Context: an optimization exercise on an open-source flow, tuned for small area. The choices shown serve that exercise and are no tape-out recipe. The RTL was checked by simulation tests, not by an equivalence proof against the original design. No activity file was given, so power comes from the tool's default toggle rates.

==> design/flow/design.v <==
module DFlipFlop_SyncReset(D,clk,en,sync_reset,Q);
input D;  
input clk;  
input en;  
input sync_reset;  
output reg Q;  
always @(posedge clk) 
begin
 if(sync_reset==1'b1)  
  Q <= 1'b0; 
 else if(en)
  Q <= D; 
end 
endmodule
module Clock_divider(reset,clock_in,clock_out
    );
input reset;
input clock_in;  
output reg clock_out;  
reg[27:0] counter;
parameter DIVISOR = 28'd1600;  
always @(posedge clock_in)
begin
  if(reset)
    begin
        clock_out   <= 1'b0;
        counter     <= 28'd0;
    end
  else if(counter>=(DIVISOR-1))
    begin
        counter     <= 28'd0;
        clock_out   <= ~clock_out;  
    end
  else
      counter <= counter + 28'd1;
end
endmodule
module parallel_in_serial_out ( din,clk_out ,en ,reset ,load ,dout);
output dout;  
wire dout;
input [31:0] din ;  
input clk_out ;  
input en ;  
input reset ;  
input load ;  
reg [31:0]temp;  
assign dout = temp[31];
always @ (posedge (clk_out)) begin
if (reset)
    temp <= 0;
else if (en) begin
    if (load)
        temp <= din;  
    else
        temp <= {temp[30:0],1'b0};  
end
end
endmodule
module slv_reg(
        input [31:0] reg0,  
        input [31:0] reg1, 
        input [31:0] reg2,
        input [31:0] reg3,
        input [31:0] reg4,
        input [31:0] reg5,
        input [31:0] reg6,
        input [31:0] reg7,
        input [31:0] reg8,
        input [31:0] reg9,
        input [31:0] reg10,
        input sysclk,  
        output tcclk_out,
        output sout
    );
    parameter   s1=4'd1,
                s2=4'd2,
                s3=4'd3,
                s4=4'd4,
                s5=4'd5,
                s6=4'd6,
                s7=4'd7,
                s8=4'd8,
                s9=4'd9,
                s10=4'd10;
    parameter TRUE = 1'b1,
              FALSE = 1'b0;
wire reset;
assign reset = reg0[1];
 reg load;    
 reg [31:0]temp;  
 reg [3:0]state;   
 reg [5:0] counter;  
 reg [3:0] load2; 
 wire clk_out;  
 assign tcclk_out = clk_out & reg0[0];  
 reg load3;  
 wire dout; 
 assign sout = dout & reg0[0] & load3;  
 reg tcclk_d;  
 always @(posedge sysclk)
 begin
     if(reset)
         tcclk_d <= 1'b0;
     else
         tcclk_d <= tcclk_out;
 end
 wire tick = tcclk_out & ~tcclk_d;  
 wire load_rise = tick & ~load & (counter > 30);  
Clock_divider dut(reset,sysclk,clk_out);  
always @(posedge sysclk)
begin    
    case(state)  
    s1:
        begin 
            temp <=reg1; 
        end
    s2:
        begin
        temp <= reg2;   
        end
    s3:
        begin
        temp <= reg3;      
        end
     s4:
        begin
        temp <= reg4;    
        end
     s5:
        begin
        temp <= reg5;   
        end
    s6:
        begin
        temp <= reg6;   
         end
   s7:
        begin
        temp <= reg7;   
        end
   s8:
        begin
        temp <= reg8;   
        end
   s9:
        begin
        temp <= reg9;  
        end
   s10:
        begin
        temp <= reg10;   
        end
   endcase
end
always @(posedge sysclk)  
begin
    if(reset)
        load2 <= 0;
    else if(!load_rise)
        load2 <= load2;
    else if(load2 > 10)
        load2 <= 0;
    else 
        load2 <= load2 +1;
end
always @(posedge sysclk)
begin
if(reset)
    begin
    counter <= 0;
    load <= FALSE;
    end
else if(!tick)
    begin
    counter <= counter;
    load <= load;
    end
else if(counter > 30)
   begin
    counter <= 0; 
    load<=TRUE; 
    end
else
begin
    counter <= counter +1;
    load <=FALSE;   
end
end
wire Q;
wire Q1;
reg [31:0] temp1;
DFlipFlop_SyncReset sut(load,sysclk,tick,reset,Q);  
DFlipFlop_SyncReset tut(Q,sysclk,tick,reset,Q1);
always @(posedge sysclk)
begin
    if(reset)
        temp1 <= 0;
    else if(tick & Q1)
        temp1 <= temp;  
end
 parallel_in_serial_out uut( temp1,sysclk ,tick ,reset ,load ,dout);
always @(posedge sysclk)
begin
        if(reset)
            begin
            state <= s1;
            load3 <= FALSE;
            end
        else if(!load_rise)
            begin
            state <= state;
            load3 <= load3;
            end
        else if(state > 9)
           begin
           state <= s1;        
            load3 <= TRUE;  
           end
       else if(load2 < 1)
       begin
            state <= s1;
            load3 <= FALSE;
        end
        else
        begin
            state <= state +1;
            load3 <= TRUE;
        end
end 
endmodule
==> design/flow/run.sh <==
#!/bin/bash
# synth_recipe.tcl (not shown) runs the flow's synth.tcl, then flattens the netlist and writes it again
# the make line also repeats each setting of config.mk as NAME=value (left out here)
make -C /OpenROAD-flow-scripts/flow DESIGN_CONFIG=/design/flow/config.mk WORK_HOME=/design/flow/orfs CLKGATE_MAP_FILE= SYNTH_SCRIPT=/design/flow/synth_recipe.tcl finish
==> design/flow/config.mk <==
export PLATFORM = sky130hd
export DESIGN_NAME = slv_reg
export DESIGN_NICKNAME = slv_reg
export VERILOG_FILES = /design/flow/design.v
export SDC_FILE = /design/flow/constraint.sdc
export NUM_CORES = 4
export LEC_CHECK = 0
export CAP_MARGIN = 20
export CORE_MARGIN = 2
export CORE_UTILIZATION = 40
export SLEW_MARGIN = 20
==> design/flow/constraint.sdc <==
create_clock -name core_clock -period 10.0 [get_ports {sysclk}]
set_input_delay 2.0000 -clock core_clock [delete_from_list [all_inputs] [get_ports {sysclk}]]
set_output_delay 2.0000 -clock core_clock [all_outputs]
set_load 0.01 [all_outputs]
==> impl_metrics.json, run 1 <==
{
  "status": "no timing/DRC/antenna violations",
  "synthCells": 796,
  "setup-violations-final": 0,
  "clockBufferDepth": 2,
  "via_per_inst": 5.72,
  "final_common_cell": "clkdlybuf4s50_1",
  "path_delay_family": "buffers and inverters",
  "required_ps": 8000,
  "wire_per_inst_um": 23.7,
  "ys_types": 49,
  "cp-end-kind": "output pin",
  "critPathKind": "in -> out",
  "synth_seq_cells": 144,
  "cts_resized": 0,
  "dp.final_hpwl_um": 24500,
  "start_util_pct": 40.6,
  "routed_wl_um": 31800,
  "critPathMostFrequentCell": "clkdlybuf4s50_1",
  "crit_fanout": 4,
  "antenna_found_initial": 5,
  "cts.sinks": 144,
  "final_nets": 1462,
  "ys_warn_count": 4,
  "drive_above_1_share_pct": 4.77,
  "placed_cell_area_um2": 10700,
  "cap_violations": 0,
  "synthFlopType": "dfxtp_1",
  "timing.setup.tns_ps": 0,
  "max_slew_margin_pct": 27.4,
  "dr.pass1.iters": 10,
  "slew_viol_final": 0,
  "io_buffer_count": 324,
  "cts_buffers": 17,
  "fillCellCount": 1557,
  "avgSynthCellArea_um2": 9.13,
  "routed-via-count": 7679,
  "die_y_um": 139,
  "min_period_ps": 5210,
  "core.rowCount": 49,
  "worstPathArrival_ps": 3210,
  "worst_slack_ps": 4790,
  "ctsRootBufferMaster": "clkbuf_16",
  "path_buf_inv": 2,
  "first_global_vias": 7295,
  "die-area_um2": 19300,
  "max_freq_mhz": 192,
  "final_cell_area_um2": 11300,
  "crit_slowest_cell": "clkdlybuf4s50_1",
  "hold_viol": 0,
  "crit_path_start_kind": "primary input",
  "grt.overflow.total": 0,
  "core_area_um2": 17900,
  "synthArstFlopShare_pct": 0,
  "max_slew.worst_pin.slew_ps": 1090,
  "holdBufCountCts": 0,
  "finClkSkew_ps": 9.57,
  "drc": 0,
  "synth.yosys.seq_area_share_pct": 44.1,
  "clock_latency_ps": 420,
  "dpl.cell_count": 1309,
  "grt_max_degree": 79,
  "rsz0062_at_grt": "no",
  "htreeDepth": 4,
  "cts_tree": "yes",
  "hp-class": "reg -> reg",
  "io_pins": 355,
  "cp_slowest_stage_delay_ps": 540,
  "ant_nets": 0,
  "fin_crit_sh_pct": 52.1,
  "cp_cell_sequence": "clkdlybuf4s50_1 > and2_1 > clkdlybuf4s50_1",
  "drt_iter0_drc": 1043,
  "place_congestion": 0.917,
  "power.leakage_nw": 3.88,
  "pre_cts_slack_ps": 4800,
  "power_density_nw_per_um2": 125,
  "netlist_area_um2": 7270,
  "syn_to_final_growth_pct": 54.9,
  "mostFrequentLayoutCells": "clkdlybuf4s50_1 (323), dfxtp_1 (111), a22oi_1 (84), nand2_1 (83), nor2_1 (59)",
  "synth-edff-count": 32,
  "path_clk_slew_ps": 50,
  "grt_pass1_wl_um": 45900,
  "grtUsageTotal_pct": 31.9,
  "fin_cells": 1342,
  "vdd_drop_max_mv": 0.129,
  "die_x_um": 139,
  "cts_setup_buffers": 0
}
## tightest hold or removal path, stage by stage, from the launching register on
cell	delay [ps]
dfxtp_1	310
nand2_1	50
a21oi_1	50
## where the power goes
part / internal (W) / switching (W) / leakage [nW]
Clock: 0.000367 / 0.000224 / 0.273
Sequential: 0.000614 / 0.0000122 / 1.25
Combinational: 0.000130 / 0.0000554 / 2.35
## cell usage after synthesis, types with 2 or more instances
cell / count / area [µm²]
o21ba_2: 2 / 20.0
a222oi_1: 30 / 300
o21ai_0: 8 / 40.0
nand4_1: 7 / 43.8
o22a_1: 26 / 228
nor3_1: 5 / 25.0
a211oi_1: 34 / 255
ha_1: 10 / 125
o21ai_1: 3 / 15.0
clkbuf_1: 46 / 173
nor2_1: 59 / 221
and2_1: 7 / 43.8
buf_1: 11 / 41.3
a22oi_1: 84 / 631
mux2i_1: 35 / 350
a21oi_1: 47 / 235
and3b_1: 8 / 70.1
nand3b_1: 2 / 15.0
xnor2_1: 5 / 43.8
a2111o_1: 2 / 22.5
or3_1: 3 / 18.8
a221o_1: 2 / 20.0
nor2b_1: 3 / 18.8
a22o_1: 6 / 52.6
nor3b_1: 2 / 15.0
buf_2: 14 / 70.1
a41oi_1: 4 / 35.0
and3_1: 4 / 25.0
nor4_1: 3 / 18.8
xor2_1: 8 / 70.1
dfxtp_1: 112 / 2240
nand3_1: 58 / 290
inv_1: 9 / 33.8
o21bai_1: 3 / 22.5
a221oi_1: 4 / 35.0
nand2_1: 84 / 315
edfxtp_1: 32 / 961
a31oi_1: 3 / 18.8
## through the flow
stage	utilization [%]	hold slack, ps	power, W
global placement	59.7	440	0.000820
global route	62.9	469	0.00145
CTS	62.8	455	0.00141
floorplan	-	430	0.000672
finish	62.9	455	0.00140
detailed placement	59.7	448	0.000820
## routing by layer
layer | up-vias | wire, µm | GRT usage [%]
li1 | 3644 | - | -
met1 | 3663 | 13600 | 43.1
met2 | 347 | 14500 | 49.2
met3 | 21 | 3280 | 11.3
met4 | 4 | 349 | 7.18
met5 | - | 25 | 0
## path summary, 6_finish.rpt
check	startpoint	endpoint	slack [ps]	depth (start not counted)
max reg2reg	state[2]	temp[10]	7310	5
max	reg0[0]	tcclk_out	4790	3
min	temp1[25]	temp1[25]	450	2
min reg2reg	temp1[25]	temp1[25]	450	2
## cell families (layout without fill, tap and decap cells)
group | count (synthesis) | in the layout | synth area share, %
AOI/OAI and AO/OA | 261 | 261 | 26.9
xor gates and xnor gates | 13 | 13 | 1.57
adders and majority gates | 10 | 10 | 1.72
buffers and inverters | 81 | 379 | 4.53
DFF | 144 | 144 | 44.1
muxes | 36 | 36 | 4.98
other | 1 | 20 | 0.0516
and+or+nand+nor | 250 | 250 | 16.2
## layout make-up
class,count,area (µm²),area share [%]
well taps,229,287,2.55
clock buffers,25,497,4.41
clock inverters,5,55.1,0.489
multi-input cells,587,3810,33.9
diodes,3,7.51,0.0667
flip-flops and latches,144,3200,28.5
inverters,9,33.8,0.300
repair buffers,340,3360,29.8
## registers in the layout, summed over array words and instances (netlist names)
signal         flops
load3              1
load2              4
counter            6
state              4
temp              32
temp1             32
sut.Q              1
dut.clock_out      1
uut.temp          32
tut.Q              1
load               1
tcclk_d            1
dut.counter       28
==> run 2: changes to the inputs <==
==> design/flow/design.v (replaced) <==
module slv_reg(
        input [31:0] reg0,   
        input [31:0] reg1,
        input [31:0] reg2,
        input [31:0] reg3,
        input [31:0] reg4,
        input [31:0] reg5,
        input [31:0] reg6,
        input [31:0] reg7,
        input [31:0] reg8,
        input [31:0] reg9,
        input [31:0] reg10,
        input sysclk,
        output tcclk_out,
        output sout
    );
wire reset = reg0[1];
wire start = reg0[0];
reg [10:0] lfsr;
reg clk_out;
wire term = (lfsr[9:0] == 10'b0100000101);
always @(posedge sysclk)
begin
    if (reset | term)
        lfsr <= 11'd0;
    else
        lfsr <= {lfsr[9:0], ~(lfsr[10] ^ lfsr[1])};
    if (reset)
        clk_out <= 1'b0;
    else if (term)
        clk_out <= ~clk_out;
end
assign tcclk_out = clk_out & start;
reg tcclk_d;
always @(posedge sysclk)
    tcclk_d <= tcclk_out;
wire tick = tcclk_out & ~tcclk_d;
reg [4:0] bitcnt;
always @(posedge sysclk)
begin
    if (reset)
        bitcnt <= 5'd0;
    else if (tick)
        bitcnt <= bitcnt + 5'd1;
end
wire load_rise = tick & (bitcnt == 5'd31);
reg [3:0] wc;
always @(posedge sysclk)
begin
    if (reset)
        wc <= 4'd12;
    else if (load_rise)
        wc <= (wc == 4'd11) ? 4'd0 : (wc == 4'd12) ? 4'd1 : wc + 4'd1;
end
wire fresh = (wc == 4'd12);         
wire en_out = ~fresh & (wc != 4'd1);
wire cap = tick & (bitcnt == 5'd2) & ~fresh;
reg [31:0] word;
always @(*)
begin
    case (wc)
        4'd0, 4'd2:  word = reg2;
        4'd3:        word = reg3;
        4'd4:        word = reg4;
        4'd5:        word = reg5;
        4'd6:        word = reg6;
        4'd7:        word = reg7;
        4'd8:        word = reg8;
        4'd9:        word = reg9;
        4'd10:       word = reg10;
        default:     word = reg1;
    endcase
end
reg [61:0] sr;
always @(posedge sysclk)
begin
    if (cap)
        sr <= {word[0], word[1], word[2], word[3], word[4], word[5], word[6], word[7],
               word[8], word[9], word[10], word[11], word[12], word[13], word[14], word[15],
               word[16], word[17], word[18], word[19], word[20], word[21], word[22], word[23],
               word[24], word[25], word[26], word[27], word[28], word[29], word[30], word[31],
               sr[30:1]};
    else if (tick)
        sr <= {1'b0, sr[61:1]};
end
assign sout = sr[0] & start & en_out;
endmodule
==> design/flow/flow/run.sh (new file) <==
#!/bin/bash
# Standard ORFS layout, with the port buffers made from the smallest buffer
# cell and CTS without dummy loads. The full output goes to flow.log.
export BUFFER_PORTS_ARGS="-buffer_cell sky130_fd_sc_hd__buf_1"
export CTS_ARGS="-sink_clustering_enable -repair_clock_nets -dont_use_dummy_load"
bash standard.sh > flow.log 2>&1
==> design/flow/standard.sh (new file) <==
#!/bin/bash
# synth_recipe.tcl (not shown) runs the flow's synth.tcl, then flattens the netlist and writes it again
# the make line also repeats each setting of config.mk as NAME=value (left out here)
make -C /OpenROAD-flow-scripts/flow DESIGN_CONFIG=/design/flow/config.mk WORK_HOME=/design/flow/orfs CLKGATE_MAP_FILE= SYNTH_SCRIPT=/design/flow/synth_recipe.tcl "${@:-finish}"
removed: design/flow/run.sh
==> impl_metrics.json, run 2 <==
{
  "place_congestion": 0.829,
  "ys_types": 52,
  "cts.sinks": 84,
  "grt_max_degree": 76,
  "cts_tree": "yes",
  "pwr-share-seq_pct": 52.1,
  "cts_buffers": 9,
  "final_cell_area_um2": 7280,
  "clockBufferDepth": 2,
  "holdBufCountCts": 0,
  "finClkSkew_ps": 14.9,
  "io_pins": 355,
  "power_frac_clock_pct": 38.3,
  "dp.final_hpwl_um": 16400,
  "ant_nets": 0,
  "hold_viol": 0,
  "antenna_found_initial": 0,
  "start_util_pct": 40.9,
  "required_ps": 8000,
  "critPathKind": "in -> out",
  "grt_pass1_wl_um": 33500,
  "synthCells": 649,
  "top_register": "sr",
  "routed-via-count": 6450,
  "vdd_drop_max_mv": 0.0794,
  "r2r_cells": 7,
  "synth.area.top_cells": "edfxtp_1 (31%), dfxtp_1 (7.4%), mux2i_1 (6.4%)",
  "fin_cells": 1107,
  "cap_violations": 0,
  "synth.most_common_cell": "nand2_1",
  "synthTopCellsByCount": "nand2_1 (67), edfxtp_1 (62), nand3_1 (52)",
  "multi_input_area_um2": 3200,
  "netlist_area_um2": 5920,
  "power.leakage_nw": 2.62,
  "via_per_inst": 5.83,
  "setup-violations-final": 0,
  "synthArstFlopShare_pct": 0,
  "swShare_pct": 20.4,
  "power_density_nw_per_um2": 97.6,
  "whs_path_depth": 0,
  "biggestRegsByFlops": "sr x62, lfsr x11, bitcnt x5",
  "routed_wl_um": 22100,
  "synthFlopType": "edfxtp_1",
  "synth_seq_cells": 84,
  "syn_to_final_growth_pct": 23.1,
  "io_buffer_count": 324,
  "synth-edff-count": 62,
  "regArea_um2": 2310,
  "core_area_um2": 14500,
  "fin_crit_sh_pct": 45.7,
  "grt.overflow.total": 0,
  "p_comb_share_pct": 9.6,
  "crit_fanout": 2,
  "status": "no timing/DRC/antenna violations",
  "dpl.cell_count": 1098,
  "synth_top_cell_by_area": "edfxtp_1",
  "die_x_um": 126,
  "final_nets": 1285,
  "max_freq_mhz": 219,
  "dr.pass1.iters": 6,
  "power.internal_w": 0.000566,
  "first_global_vias": 6059,
  "timing.setup.tns_ps": 0,
  "crit_path_start_kind": "primary input",
  "path_clk_slew_ps": 60,
  "drt_iter0_drc": 739,
  "mostFrequentLayoutCells": "buf_1 (324), nand2_1 (67), edfxtp_1 (62), nand3_1 (52), nor2_1 (48)",
  "largest_reg_flops": 62,
  "synth_top_area_share_pct": 31.5,
  "final_common_cell": "buf_1",
  "ys_warn_count": 1,
  "placed_cell_area_um2": 7060,
  "cp-end-kind": "output pin",
  "synth.yosys.seq_area_share_pct": 38.9,
  "min_period_ps": 4570,
  "max_slew.worst_pin.slew_ps": 926,
  "max_slew_margin_pct": 38.1,
  "antenna_cells": 0,
  "core.rowCount": 44,
  "clock_latency_ps": 330,
  "fillCellCount": 1504,
  "cts_setup_buffers": 0,
  "wire_per_inst_um": 19.9,
  "drive_above_1_share_pct": 3.58,
  "die-area_um2": 15800,
  "cts_resized": 0,
  "hp-class": "reg -> reg",
  "ctsRootBufferMaster": "clkbuf_16",
  "power.switching_w": 0.000145,
  "avgSynthCellArea_um2": 9.12,
  "die_y_um": 126,
  "slew_viol_final": 0,
  "rsz0062_at_grt": "no",
  "htreeDepth": 3,
  "grtUsageTotal_pct": 27.4,
  "worstPathArrival_ps": 2570,
  "drc": 0
}
==> run 2: changes by cell type in the layout (fill, tap and decap cells not counted), sizes merged, moves of 30 or more <==
cell	before	now
clkdlybuf4s50	323	0
buf	17	335
dfxtp	112	22
a22oi	84	19
edfxtp	32	62
o31ai	1	31
==> run 2: per-stage QoR <==
| step | hold WS [ps] | utilization [%] | power (W) | setup slack (ps) |
|---|---|---|---|---|
| floorplan | 400 | - | 0.000394 | 5620 |
| detailed placement | 405 | 48.7 | 0.000445 | 5440 |
| CTS | 411 | 50.3 | 0.000716 | 5430 |
| finish | 413 | 50.3 | 0.000711 | 5430 |
| global route | 419 | 50.3 | 0.000741 | 5350 |
| global placement | 402 | 48.7 | 0.000445 | 5440 |
==> run 2: area by class of cell <==
cell class | instances | area share (%)
multi-input cells | 491 | 44.0
repair buffers | 335 | 17.8
clock buffers | 9 | 3.09
inverters | 4 | 0.206
flip-flops and latches | 84 | 31.7
well taps | 184 | 3.16
==> run 2: critical path, cell delays in order <==
cell and delay, ps:
buf_1 100, nand2_1 60, a221oi_1 200, buf_1 200
==> run 2: power by group through the flow <==
stage	sequential, W	combinational (W)	clock (W)
6_report	0.000370	0.0000684	0.000272
5_1_grt	0.000370	0.0000769	0.000294
4_1_cts	0.000370	0.0000683	0.000277
3_5_place_dp	0.000377	0.0000679	0
3_3_place_gp	0.000377	0.0000675	0
2_1_floorplan	0.000378	0.0000162	0
==> run 2: cells by family after synthesis <==
| group | Yosys count | share of synthesized area [%] |
|---|---|---|
| compound gates | 198 | 24.7 |
| xor+xnor | 5 | 0.740 |
| fa+ha+maj | 7 | 1.48 |
| buf+inv | 74 | 7.25 |
| flops | 84 | 38.9 |
| mux | 38 | 6.43 |
| simple gates | 243 | 20.5 |
==> run 2: worst paths after layout <==
kind / from / to / slack, ps
min reg2reg: sr[27] / sr[26] / 410
max: reg0[0] / sout / 5430
min: sr[27] / sr[26] / 410
max reg2reg: wc[3] / sr[50] / 6120
==> run 2: metal layers <==
layer / up-vias / track usage, % / wire length (µm) / part of all wire, %
li1: 3080 / - / - / -
met1: 3022 / 38.2 / 9600 / 43
met2: 331 / 44.3 / 10500 / 48
met3: 17 / 4.89 / 1660 / 7.5
met4: 0 / 6.99 / 281 / 1.3
met5: - / 0 / 0 / 0
==> run 3: changes to the inputs <==
==> design/flow/run.sh (new file) <==
#!/bin/bash
# synth_recipe.tcl (not shown) runs the flow's synth.tcl, then flattens the netlist and writes it again
# the make line also repeats each setting of config.mk as NAME=value (left out here)
make -C /OpenROAD-flow-scripts/flow DESIGN_CONFIG=/design/flow/config.mk WORK_HOME=/design/flow/orfs CLKGATE_MAP_FILE= SYNTH_SCRIPT=/design/flow/synth_recipe.tcl finish
removed: design/flow/flow/run.sh
removed: design/flow/standard.sh
==> impl_metrics.json, run 3 <==
{
  "ys_warn_count": 1,
  "swShare_pct": 20.6,
  "max_freq_mhz": 187,
  "hp-start": "sr[21]",
  "io_buffer_count": 324,
  "worstPathArrival_ps": 3340,
  "ant_nets": 0,
  "regArea_um2": 2310,
  "crit_fanout": 2,
  "synth_top_area_share_pct": 31.5,
  "setup-violations-final": 0,
  "hold_viol": 0,
  "max_slew_margin_pct": 32.8,
  "clockBufferDepth": 2,
  "die_x_um": 126,
  "drc": 0,
  "clock_latency_ps": 340,
  "cts.sinks": 84,
  "rr_startpoint": "wc[0]",
  "routed_wl_um": 25000,
  "grt_pass1_wl_um": 37700,
  "multi_input_area_um2": 3200,
  "routed-via-count": 6699,
  "rsz0062_at_grt": "no",
  "cap_violations": 0,
  "synthCells": 649,
  "synthFlopType": "edfxtp_1",
  "min_to": "sr[20]",
  "htreeDepth": 3,
  "synthArstFlopShare_pct": 0,
  "io_pins": 355,
  "largest_reg_flops": 62,
  "core_area_um2": 14500,
  "cts_setup_buffers": 0,
  "synth_top_cell_by_area": "edfxtp_1",
  "ff2ff_setup_slack_ps": 6460,
  "power.leakage_nw": 3.54,
  "pwr-share-seq_pct": 43.5,
  "top_register": "sr",
  "fin_hold_ws_ps": 410,
  "fillCellCount": 1203,
  "final_nets": 1284,
  "cts_resized": 0,
  "power.switching_w": 0.000175,
  "cts_tree": "yes",
  "avgSynthCellArea_um2": 9.12,
  "placed_cell_area_um2": 9080,
  "first_global_vias": 6752,
  "start_util_pct": 40.9,
  "power_density_nw_per_um2": 90.7,
  "antenna_cells": 0,
  "power_frac_clock_pct": 38.8,
  "ys_types": 52,
  "crit_path_start_kind": "primary input",
  "synth-edff-count": 62,
  "die-area_um2": 15800,
  "hp-class": "reg -> reg",
  "wire_per_inst_um": 22.4,
  "cts_buffers": 9,
  "synth.area.top_cells": "edfxtp_1 (31%), dfxtp_1 (7.4%), mux2i_1 (6.4%)",
  "synthTopCellsByCount": "nand2_1 (67), edfxtp_1 (62), nand3_1 (52)",
  "timing.setup.tns_ps": 0,
  "grt_max_degree": 74,
  "via_per_inst": 6.02,
  "synth.yosys.seq_area_share_pct": 38.9,
  "final_cell_area_um2": 9370,
  "mostFrequentLayoutCells": "clkdlybuf4s50_1 (324), nand2_1 (67), edfxtp_1 (62), nand3_1 (52), nor2_1 (48)",
  "drive_above_1_share_pct": 4.20,
  "min_period_ps": 5340,
  "syn_to_final_growth_pct": 58.4,
  "place_congestion": 0.899,
  "grt.overflow.total": 0,
  "synth_seq_cells": 84,
  "netlist_area_um2": 5920,
  "pre_cts_slack_ps": 4660,
  "critPathKind": "in -> out",
  "drt_iter0_drc": 750,
  "r2r_cells": 8,
  "vdd_drop_max_mv": 0.0874,
  "status": "no timing/DRC/antenna violations",
  "power.internal_w": 0.000675,
  "worst_slack_ps": 4660,
  "p_comb_share_pct": 17.7,
  "path_clk_slew_ps": 60,
  "required_ps": 8000,
  "finClkSkew_ps": 8.54,
  "final_common_cell": "clkdlybuf4s50_1",
  "synth.most_common_cell": "nand2_1",
  "max_slew.worst_pin.slew_ps": 1010,
  "biggestRegsByFlops": "sr x62, lfsr x11, bitcnt x5",
  "dp.final_hpwl_um": 18300,
  "antenna_found_initial": 1,
  "cp-end-kind": "output pin",
  "whs_path_depth": 0,
  "core.rowCount": 44,
  "fin_crit_sh_pct": 53.4,
  "grtUsageTotal_pct": 30.4,
  "dr.pass1.iters": 7,
  "die_y_um": 126,
  "r2r_end": "sr[54]",
  "holdBufCountCts": 0,
  "slew_viol_final": 0,
  "ctsRootBufferMaster": "clkbuf_16"
}
run 3: cell count changes in the layout (fill, tap and decap cells not counted), sizes merged:
cell / delta
buf: -325
clkdlybuf4s50: +324
inv: +4
clkbuf: +2
clkinv: +1
run 3: critical path: stages:
cell and delay, ps:
clkdlybuf4s50_1 470, nand2_1 60, a221oi_1 210, clkdlybuf4s50_1 600
run 3: worst max-delay path by stage:
stage	depth (start not counted)	endpoint	startpoint	slack, ps
after floorplan	2	sout	reg0[0]	5620
after global placement	4	sout	reg0[0]	4670
after detailed placement	4	sout	reg0[0]	4660
after CTS	4	sout	reg0[0]	4650
after global routing	4	sout	reg0[0]	4610
final	4	sout	reg0[0]	4660
run 3: power by group through the flow:
| stage | logic, W | clock network, W | registers [W] |
|---|---|---|---|
| after global routing | 0.000159 | 0.000344 | 0.000370 |
| after detailed placement | 0.000150 | 0 | 0.000377 |
| after global placement | 0.000148 | 0 | 0.000377 |
| final | 0.000150 | 0.000330 | 0.000370 |
| after CTS | 0.000150 | 0.000331 | 0.000370 |
| after floorplan | 0.0000162 | 0 | 0.000378 |
run 3: logic make-up (layout without fill, tap and decap cells):
kind of cell / Yosys count / in the layout / synth area share (%)
and+or+nand+nor: 243 / 243 / 20.5
DFF: 84 / 84 / 38.9
buffers and inverters: 74 / 354 / 7.25
muxes: 38 / 38 / 6.43
AOI/OAI and AO/OA: 198 / 198 / 24.7
adders and majority gates: 7 / 7 / 1.48
xor gates and xnor gates: 5 / 5 / 0.740
run 3: cell type report:
class / count / area share, %
Clock buffer: 11 / 2.71
Tap cell: 184 / 2.46
Sequential cell: 84 / 24.6
Inverter: 4 / 0.160
Multi-Input combinational cell: 491 / 34.2
Clock inverter: 5 / 0.414
Timing Repair Buffer: 334 / 35.4
run 3: routing by layer:
| layer | up-vias | GRT usage, % | wire length, µm |
|---|---|---|---|
| met2 | 339 | 52.7 | 12400 |
| met4 | 0 | 8.95 | 598 |
| met3 | 39 | 5.06 | 1540 |
| met1 | 3240 | 39.2 | 10400 |
| met5 | - | 0 | 0 |
| li1 | 3081 | - | - |
run 3: through the flow:
stage | cells | total power (W) | util [%]
floorplan | 649 | 0.000394 | -
global placement | 1097 | 0.000525 | 62.7
detailed placement | 1097 | 0.000527 | 62.7
CTS | 1113 | 0.000852 | 64.7
global route | 1113 | 0.000873 | 64.7
finish | 1113 | 0.000850 | 64.7
==> run 4: changes to the inputs <==
--- a/design/flow/design.v
+++ b/design/flow/design.v
@@ -57,29 +57,32 @@
 wire cap = tick & (bitcnt == 5'd2) & ~fresh;
-reg [31:0] word;
+wire [10:1] sel;
+assign sel[1]  = cap & ((wc == 4'd1) | (wc == 4'd11));
+assign sel[2]  = cap & ((wc == 4'd0) | (wc == 4'd2));
+assign sel[3]  = cap & (wc == 4'd3);
+assign sel[4]  = cap & (wc == 4'd4);
+assign sel[5]  = cap & (wc == 4'd5);
+assign sel[6]  = cap & (wc == 4'd6);
+assign sel[7]  = cap & (wc == 4'd7);
+assign sel[8]  = cap & (wc == 4'd8);
+assign sel[9]  = cap & (wc == 4'd9);
+assign sel[10] = cap & (wc == 4'd10);
+wire shift = tick & ~cap;
+wire hold = ~tick;
+reg [61:0] sr;
+wire [61:0] nx = {1'b0, sr[61:1]};
+reg [61:30] sr_d;
+integer i;
 always @(*)
 begin
-    case (wc)
-        4'd0, 4'd2:  word = reg2;
-        4'd3:        word = reg3;
-        4'd4:        word = reg4;
-        4'd5:        word = reg5;
-        4'd6:        word = reg6;
-        4'd7:        word = reg7;
-        4'd8:        word = reg8;
-        4'd9:        word = reg9;
-        4'd10:       word = reg10;
-        default:     word = reg1;
-    endcase
+    for (i = 0; i < 32; i = i + 1)
+        sr_d[30+i] = ((sel[1] & reg1[31-i]) | (sel[2] & reg2[31-i]) | (sel[3] & reg3[31-i]))
+                   | ((sel[4] & reg4[31-i]) | (sel[5] & reg5[31-i]) | (sel[6] & reg6[31-i]))
+                   | ((sel[7] & reg7[31-i]) | (sel[8] & reg8[31-i]) | (sel[9] & reg9[31-i]))
+                   | ((sel[10] & reg10[31-i]) | (shift & nx[30+i]) | (hold & sr[30+i]));
 end
-reg [61:0] sr;
 always @(posedge sysclk)
 begin
-    if (cap)
-        sr <= {word[0], word[1], word[2], word[3], word[4], word[5], word[6], word[7],
-               word[8], word[9], word[10], word[11], word[12], word[13], word[14], word[15],
-               word[16], word[17], word[18], word[19], word[20], word[21], word[22], word[23],
-               word[24], word[25], word[26], word[27], word[28], word[29], word[30], word[31],
-               sr[30:1]};
-    else if (tick)
-        sr <= {1'b0, sr[61:1]};
+    if (tick)
+        sr[29:0] <= sr[30:1];
+    sr[61:30] <= sr_d;
 end
==> design/flow/flow/run.sh (new file) <==
#!/bin/bash
# The standard ORFS layout (standard.sh) with three changes:
#  * synthesis maps logic with an area-oriented abc script (flow/synth.tcl);
#  * the port buffers use the smallest buffer cell, buf_1;
#  * CTS uses small clock buffers and no dummy loads.
# The full output of the flow goes to flow.log in the work folder.
set -euo pipefail
export FLOW_WORK=$PWD
export FLOW_ABC_SCRIPT=$PWD/flow/area.abc
export BUFFER_PORTS_ARGS="-buffer_cell sky130_fd_sc_hd__buf_1"
export CTS_ARGS="-sink_clustering_enable -repair_clock_nets -dont_use_dummy_load -buf_list {sky130_fd_sc_hd__clkbuf_2 sky130_fd_sc_hd__clkbuf_4 sky130_fd_sc_hd__clkbuf_8}"
bash standard.sh SYNTH_SCRIPT=$PWD/flow/synth.tcl finish > flow.log 2>&1
==> design/flow/flow/area.abc (new file) <==
&get -n
&st
&nf -R 1000
&put
==> design/flow/flow/synth.tcl (new file) <==
# The standard flow's synthesis (synth_recipe.tcl, unchanged) with one difference: abc maps
# the logic with flow/area.abc (structural hashing and area-oriented &nf
# mapping) instead of ORFS's delay-oriented script. Registers are mapped by
# dfflibmap before abc, exactly as in the standard synthesis.
proc abc {args} {
  set i [lsearch $args -script]
  if { $i >= 0 } {
    set args [lreplace $args [expr {$i + 1}] [expr {$i + 1}] $::env(FLOW_ABC_SCRIPT)]
  }
  yosys abc {*}$args
}
source $::env(FLOW_WORK)/synth_recipe.tcl
==> design/flow/standard.sh (new file) <==
#!/bin/bash
# synth_recipe.tcl (not shown) runs the flow's synth.tcl, then flattens the netlist and writes it again
# the make line also repeats each setting of config.mk as NAME=value (left out here)
make -C /OpenROAD-flow-scripts/flow DESIGN_CONFIG=/design/flow/config.mk WORK_HOME=/design/flow/orfs CLKGATE_MAP_FILE= SYNTH_SCRIPT=/design/flow/synth_recipe.tcl "${@:-finish}"
removed: design/flow/run.sh
==> impl_metrics.json, run 4 <==
{
  "min_period_ps": 4560,
  "dpl.cell_count": 799,
  "cts_tree": "yes",
  "core.rowCount": 36,
  "start_util_pct": 41.2,
  "fin_crit_sh_pct": 45.6,
  "drive_above_1_share_pct": 3.85,
  "cts_setup_buffers": 0,
  "cp-end-kind": "output pin",
  "status": "no timing/DRC/antenna violations",
  "crit_fanout": 2,
  "synth_seq_cells": 84,
  "top_register": "sr",
  "netlist_area_um2": 4010,
  "max_slew.worst_pin.slew_ps": 812,
  "swShare_pct": 22.7,
  "crit_path_start_kind": "primary input",
  "fin_cells": 813,
  "die_x_um": 104,
  "syn_to_final_growth_pct": 40.5,
  "max_slew_margin_pct": 45.9,
  "drc": 0,
  "cp_slowest_stage_delay_ps": 220,
  "cts.sinks": 84,
  "place_congestion": 0.933,
  "cts_resized": 0,
  "drt_iter0_drc": 1144,
  "cts_buffers": 9,
  "startpoint": "reg0[0]",
  "slew_viol_final": 0,
  "synthFlopType": "dfxtp_1",
  "grt.overflow.total": 0,
  "critPathKind": "in -> out",
  "busiest_layer": "met2",
  "mostFrequentLayoutCells": "buf_1 (324), a222oi_1 (127), dfxtp_1 (54), nand4_1 (32), edfxtp_1 (30)",
  "grt_use_met2_pct": 53.5,
  "worstPathArrival_ps": 2560,
  "vdd_drop_max_mv": 0.0576,
  "synthTopCellsByCount": "a222oi_1 (127), dfxtp_1 (54), nand4_1 (32)",
  "grtUsageMet3_pct": 12.3,
  "power_frac_clock_pct": 31.6,
  "hp-start": "sr[14]",
  "power_density_nw_per_um2": 106,
  "wire_per_inst_um": 24.9,
  "path_clk_slew_ps": 100,
  "synth.yosys.seq_area_share_pct": 49.4,
  "avgSynthCellArea_um2": 12.1,
  "required_ps": 8000,
  "final_nets": 1037,
  "setup-violations-final": 0,
  "synthCells": 330,
  "die_y_um": 104,
  "fillCellCount": 954,
  "rr_startpoint": "wc[0]",
  "synth_top_cell_by_area": "a222oi_1",
  "max_freq_mhz": 219,
  "hold_viol": 0,
  "power.leakage_nw": 1.80,
  "grt_pass1_wl_um": 29300,
  "routed_wl_um": 20300,
  "p_comb_share_pct": 9.4,
  "hp-class": "reg -> reg",
  "synth_top_area_share_pct": 31.7,
  "io_buffer_count": 324,
  "fin_hold_ws_ps": 416,
  "htreeDepth": 3,
  "ys_types": 23,
  "path_buf_inv": 2,
  "rsz0062_at_grt": "no",
  "grtUsageTotal_pct": 35.8,
  "synthArstFlopShare_pct": 0,
  "core_area_um2": 9730,
  "pwr-share-seq_pct": 58.9,
  "routed-via-count": 5350,
  "ys_warn_count": 1,
  "io_pins": 355,
  "power.internal_w": 0.000462,
  "cap_violations": 0,
  "cp_cell_sequence": "buf_1 > nand2_1 > a211oi_1 > buf_1",
  "met1_usage_pct": 48.8,
  "dr.pass1.iters": 10,
  "synth.area.top_cells": "a222oi_1 (32%), dfxtp_1 (27%), edfxtp_1 (22%)",
  "holdBufCountCts": 0,
  "clock_latency_ps": 360,
  "clockBufferDepth": 2,
  "timing.setup.tns_ps": 0,
  "synth.most_common_cell": "a222oi_1",
  "finClkSkew_ps": 29.5,
  "biggestRegsByFlops": "sr x62, lfsr x11, bitcnt x5",
  "ant_nets": 0,
  "dp.final_hpwl_um": 15500,
  "critPathMostFrequentCell": "buf_1",
  "largest_reg_flops": 62,
  "grt_max_degree": 41,
  "crit_slowest_cell": "a211oi_1",
  "die-area_um2": 10800,
  "synth-edff-count": 30,
  "antenna_found_initial": 5,
  "power.switching_w": 0.000136,
  "via_per_inst": 6.58,
  "ctsRootBufferMaster": "clkbuf_8",
  "final_common_cell": "buf_1",
  "first_global_vias": 5013,
  "path_delay_family": "buffers and inverters"
}
[run 4: cell type report]
cell class                 instances  area, µm²  share of cell area, %
inverter                           4       15.0                  0.267
timing repair buffer             336       1310                   23.2
sequential                        84       1980                   35.2
antenna                            5       12.5                  0.222
tap                              133        166                   2.95
multi-input combinational        242       2030                   36.0
clock buffer                       9        124                   2.20
[run 4: worst reg2reg max path, cell delays in order (launching register included)]
cell      delay (ps)
dfxtp_1          430
clkinv_1         130
ha_1             270
and3_1           260
nor4_2           670
o211a_2          860
a222oi_1         330
nand4_1          180
[run 4: routing by layer]
metal  part of all wire, %  vias up
met2                    44      460
met4                   2.2        2
li1                      -     2342
met1                    39     2515
met5                 0.054        -
met3                    15       31
[run 4: logic make-up (layout without fill, tap and decap cells)]
| kind of cell | Yosys count | count (layout) | synth area share (%) |
|---|---|---|---|
| other | 0 | 5 | 0 |
| AND/OR/NAND/NOR | 88 | 88 | 12.6 |
| buffers and inverters | 4 | 349 | 0.374 |
| XOR/XNOR | 7 | 7 | 1.53 |
| adder cells (fa/ha/maj) | 7 | 7 | 2.18 |
| AO/OA/AOI/OAI | 140 | 140 | 33.8 |
| flip-flops | 84 | 84 | 49.4 |
[run 4: worst paths after layout]
check | to | slack (ps) | cells after the start
worst max-delay path | sout | 5440 | 4
worst min-delay path | sr[13] | 420 | 0
worst max register to register | sr[43] | 6810 | 7
worst min register to register | sr[13] | 420 | 0
[run 4: through the flow]
step	setup WS (ps)	util, %	total power, W	instance area (µm²)
2_1_floorplan	4810	-	0.000362	4010
5_1_grt	5340	57.8	0.000617	5630
3_5_place_dp	4720	56.4	0.000415	5490
6_report	5440	57.9	0.000598	5630
4_1_cts	5050	57.7	0.000599	5610
3_3_place_gp	4740	56.4	0.000414	5490
[run 4: power by group through the flow]
stage / Sequential (W) / Combinational, W / Clock [W]
after CTS: 0.000352 / 0.0000552 / 0.000191
after floorplan: 0.000360 / 0.00000203 / 0
after global placement: 0.000360 / 0.0000539 / 0
after global routing: 0.000352 / 0.0000617 / 0.000203
after detailed placement: 0.000360 / 0.0000548 / 0
final: 0.000352 / 0.0000565 / 0.000189

-- what the ideal ports hide --
In the flow no input, the clock included, has a driving cell. The finished layouts below were timed again as built, in two steps.
Step 1 sets driving cells, clkbuf_16 on the clock port and buf_2 on the other inputs (assumed; they add their load-dependent delay and slew).
Step 2 times the ports against the registers' clock, not the clock port: input delays grow and output delays shrink by t, the midpoint of the rising clock arrivals with the driver on.
Three values: no drivers, after step 1, after step 2; two values: the first two.
run | t, ns | setup slack, ns | worst setup path after step 2 | latest minus earliest clock arrival (ns) | cell pins on the clock port's net
run 1 | 0.442 | 4.790 / 4.762 / 4.762 | input to output | 0.010 / 0.009 | 1
run 2 | 0.369 | 5.432 / 5.394 / 5.394 | input to output | 0.015 / 0.015 | 1
run 3 | 0.379 | 4.660 / 4.623 / 4.623 | input to output | 0.012 / 0.012 | 1
run 4 | 0.380 | 5.439 / 5.417 / 5.119 | input to register | 0.032 / 0.032 | 1
After both steps every run listed still meets setup and hold. The setup slack of run 4, which loses most, moves by -0.022 ns with the drivers and by -0.320 ns with both steps.
